From an optimization exercise on the open Yosys and OpenROAD flow, aimed at small area, a short achievable clock period and few clock cycles; shortcuts taken in it are not production practice.
The RTL was checked by simulation tests, not by an equivalence proof against the original design.

oak:
// vendingMachine
module vendingMachine(
   clk,
   reset,
   coinInA,
   coinInB,
   coinInC,
   coinInD,
   itemTypeIn,
   itemNumberIn,
   forceIn,
   coinOutA,
   coinOutB,
   coinOutC,
   coinOutD,
   itemTypeOut,
   itemNumberOut,
   serviceTypeOut
);
export LEC_CHECK = 0
export ABC_AREA = 1
export CAP_MARGIN = 20
export CORE_MARGIN = 2
export CORE_UTILIZATION = 40
export SLEW_MARGIN = 20
create_clock -name core_clock -period 6.0 [get_ports {clk}]
standard.sh (not shown) runs the stock make flow with config.mk's settings and CLKGATE_MAP_FILE= SYNTH_SCRIPT=/design/flow/synth_recipe.tcl, a recipe that flattens the netlist after the stock synthesis.
==> flow/flow/run.sh <==
#!/bin/bash
# The standard layout, except that synthesis leaves adders to ABC as plain
# gates instead of mapping them to the library's full/half-adder cells.
set -euo pipefail
bash standard.sh ADDER_MAP_FILE= finish > flow_make.log 2>&1
Testbench counts of oak, summed over its fixed seeds: cycles 15,992.
> inputs changed (oak -> pine)
==> flow/flow/run.sh <==
#!/bin/bash
# The standard layout, with these changes:
# - synthesis leaves adders to ABC as plain gates instead of mapping them
#   to the full/half-adder cells;
# - each port gets a buf_2 as its buffer.
set -euo pipefail
bash standard.sh ADDER_MAP_FILE= "BUFFER_PORTS_ARGS=-buffer_cell sky130_fd_sc_hd__buf_2" finish > flow_make.log 2>&1
[summary]
Relative to oak, pine improves cell area. Async set or reset register ratio after synthesis: oak vs pine identical. The logic depth of the worst register-to-register path of pine falls short of that of oak by about 12%. Going from oak to pine, initial antenna violation count grows by 1. Total iterations of the first detailed-routing run was lower in the run labelled pine. Core util | pine vs oak | pine lower. Looking at multi-input gate share of the layout cell area, pine sits above oak. When pine is set beside oak, its portion of the clock cycle consumed by the worst path in the final layout turns out to be 0.94 points smaller. oak → pine: cell area reported after detailed placement went down by about 5%, wire length went down by 2.1%. Between oak and pine, layout overhead on the synthesized area is higher for oak, pine comes in under that. For pine, the source of the critical timing path was s5[4], unlike oak, where it was s5[2].
Modified inputs, birch compared to pine
==> flow/flow/run.sh <==
#!/bin/bash
# The standard layout, except that synthesis leaves adders to ABC as plain
# gates instead of mapping them to the library's full/half-adder cells.
set -euo pipefail
bash standard.sh ADDER_MAP_FILE= finish > flow_make.log 2>&1
-- flow/config.mk --
<<< pine, line 12
>>> birch, line 12
export SETUP_SLACK_MARGIN = 0.8
### Flow results
birch completed; timing, DRC and antenna clean
Summary of birch over pine: total detailed-routing wirelength picked up an extra about 14%, minimum hold slack down 0.0070 ns, non-clock buffer count in the final layout picked up an extra about 200%.


job 102:
Another version of the RTL of vendingMachine (not shown whole).
Size in the first run: ~1600 cells after synthesis, roughly 50 flip-flops, roughly 63 I/O pins, ~8900 sq um of cells after synthesis.
Settings: LEC_CHECK=0, ABC_AREA=1, CAP_MARGIN=20, CORE_MARGIN=2, CORE_UTILIZATION=40, SLEW_MARGIN=20; clock period 6.0 ns.
==> flow/flow/run.sh <==
#!/bin/bash
# The standard layout, with these changes:
# - synthesis leaves adders to ABC as plain gates instead of mapping them
#   to the full/half-adder cells;
# - each port gets a buf_2 as its buffer.
set -euo pipefail
here=$(pwd)
mkdir -p scripts
for f in "$FLOW_HOME"/scripts/*; do ln -sf "$f" scripts/; done
rm -f scripts/abc_area.script
cp flow/abc_area.script scripts/abc_area.script
bash standard.sh ADDER_MAP_FILE= SCRIPTS_DIR="$here/scripts" "BUFFER_PORTS_ARGS=-buffer_cell sky130_fd_sc_hd__buf_2" finish > flow_make.log 2>&1
==> flow/flow/abc_area.script <==
strash
&get -n
&deepsyn -J 5 -S 1
&put
balance
balance -l
resub -K 6 -l
rewrite -l
resub -K 6 -N 2 -l
refactor -l
resub -K 8 -l
balance -l
resub -K 8 -N 2 -l
rewrite -l
resub -K 10 -l
rewrite -z -l
resub -K 10 -N 2 -l
balance -l
resub -K 12 -l
refactor -z -l
resub -K 12 -N 2 -l
rewrite -z -l
balance -l
dch
map -B 0.9
map -B 0.9
topo
stime -c
buffer -c
upsize -c
dnsize -c
Testbench counts of job 102, summed over its fixed seeds: cycles 15,992.
### job 102 -> job 103
-- flow/flow/abc_area.script --
<<< job 102, line 24
dch
>>> job 103, line 24
dch -f
--- outcome ---
Summary — synthesized cell count, job 103 relative to job 102: lower, by 1.2%. Per the comparison of job 103 with job 102, global-route usage up 0.60 points; fraction of the core area covered by cells at the end of the flow lost 0.92 points; final design area excluding fillers increased 68 sq um.


Another version of the RTL of vendingMachine (not shown whole).
Size in the first run: ~1800 cells after synthesis, about 45 flip-flops, ~63 I/O pins, ~9800 sq um of cells after synthesis.
Settings: LEC_CHECK=0, ABC_AREA=1, CAP_MARGIN=20, CORE_MARGIN=2, CORE_UTILIZATION=40, SLEW_MARGIN=20; clock period 6.0 ns.
==> flow/flow/abc_area.script <==
strash
balance -l
resub -K 6 -l
rewrite -l
resub -K 6 -N 2 -l
refactor -l
resub -K 8 -l
balance -l
resub -K 8 -N 2 -l
rewrite -l
resub -K 10 -l
rewrite -z -l
resub -K 10 -N 2 -l
balance -l
resub -K 12 -l
refactor -z -l
resub -K 12 -N 2 -l
rewrite -z -l
balance -l
balance -l
resub -K 6 -l
rewrite -l
resub -K 6 -N 2 -l
refactor -l
resub -K 8 -l
balance -l
resub -K 8 -N 2 -l
rewrite -l
resub -K 10 -l
rewrite -z -l
resub -K 10 -N 2 -l
balance -l
resub -K 12 -l
refactor -z -l
resub -K 12 -N 2 -l
rewrite -z -l
balance -l
dch
map -B 0.9
topo
stime -c
buffer -c
upsize -c
dnsize -c
Scripts as last shown in full above: flow/flow/run.sh
The first run ran to the end with no violations.
Testbench counts at the start, summed over its fixed seeds: cycles 15,992.
Edit:
==> flow/flow/abc_area.script (replaced) <==
strash
&get -n
&deepsyn -T 20
&put
balance -l
resub -K 6 -l
rewrite -l
resub -K 6 -N 2 -l
refactor -l
resub -K 8 -l
balance -l
resub -K 8 -N 2 -l
rewrite -l
resub -K 10 -l
rewrite -z -l
resub -K 10 -N 2 -l
balance -l
resub -K 12 -l
refactor -z -l
resub -K 12 -N 2 -l
rewrite -z -l
balance -l
dch
map -B 0.9
topo
stime -c
buffer -c
upsize -c
dnsize -c
Result:
- The changed run finished with negative setup slack left
- die area fell by roughly a tenth
- utilization went up by 7.7 points
- worst hold slack degrades by 0.019 ns
- sequential cell count stays the same
- global-route usage rises by 2.7 points
Edit:
--- a/flow/flow/abc_area.script
+++ b/flow/flow/abc_area.script
@@ -2,4 +2,5 @@
 &get -n
-&deepsyn -T 20
+&deepsyn -J 5 -S 1
 &put
+balance
 balance -l
--- a/flow/config.mk
+++ b/flow/config.mk
@@ -11,2 +11,3 @@
 export CORE_UTILIZATION = 40
+export GPL_TIMING_DRIVEN = 0
 export SLEW_MARGIN = 20
Outcome: With this change the flow completed with no timing, DRC or antenna violations; design area decreases by 9.6%; cell count decreases by 2.4%; routed wire length decreases by 7.4%; core utilization decreases by 6.6 points; global-route usage decreases by 2.8 points; via count decreases by 3.7%.
Edit:
--- a/flow/flow/abc_area.script
+++ b/flow/flow/abc_area.script
@@ -24,3 +24,3 @@
 dch
-map -B 0.9
+map -B 2
 topo
--- a/flow/config.mk
+++ b/flow/config.mk
@@ -11,3 +11,2 @@
 export CORE_UTILIZATION = 40
-export GPL_TIMING_DRIVEN = 0
 export SLEW_MARGIN = 20
Result:
- The new run completed, yet does not pass: negative setup slack
- hold slack gets worse by 0.045 ns
- routed wire length rises by a few percent
- worst setup slack gets worse by 0.41 ns
- cell count rises by a little under a tenth
- count of clock-buffer cells in the layout falls by 1
- die area falls slightly
- synthesized cell count rises by a few percent
- non-clock buffer count rises by 38

[static timing again, ports no longer ideal]
In the flow no input, the clock included, has a driving cell. The finished layouts below were timed again as built, in two steps.
Step 1 sets driving cells, clkbuf_16 on the clock port and buf_2 on the other inputs (assumed; they add their load-dependent delay and slew).
Step 2, shift: input delay + t, output delay - t, t = (earliest + latest rising clock arrival at the registers) / 2. This alone moves slack from input paths to output paths.
Three values: no drivers, after step 1, after step 2; two values: the first two.
run | t, ns | setup slack, ns | latest minus earliest clock arrival (ns) | worst data-port slew with drivers (ns) | pins driven straight from the clock port
oak | 0.326 | 0.302 / 0.263 / 0.180 | 0.007 / 0.007 | 0.07 | 1
pine | 0.329 | 0.358 / 0.319 / 0.411 | 0.007 / 0.008 | 0.07 | 1
birch | 0.326 | 0.530 / 0.491 / 0.668 | 0.009 / 0.008 | 0.06 | 1
job 102 | 0.353 | 0.531 / 0.487 / 0.534 | 0.020 / 0.020 | 0.04 | 1
job 103 | 0.355 | 0.497 / 0.452 / 0.504 | 0.020 / 0.019 | 0.06 | 1
the first run of note 3 | 0.340 | 0.408 / 0.364 / 0.361 | 0.015 / 0.015 | 0.07 | 1
the second run of note 3 | 0.350 | -0.246 / -0.292 / 0.058 | 0.010 / 0.010 | 0.07 | 1
the third run of note 3 | 0.331 | 0.403 / 0.362 / 0.208 | 0.008 / 0.008 | 0.09 | 1
the fourth run of note 3 | 0.354 | -0.005 / -0.048 / 0.255 | 0.013 / 0.012 | 0.07 | 1
For the third run of note 3, which loses most, drivers alone change the setup slack by -0.041 ns; drivers and shift together by -0.195 ns.
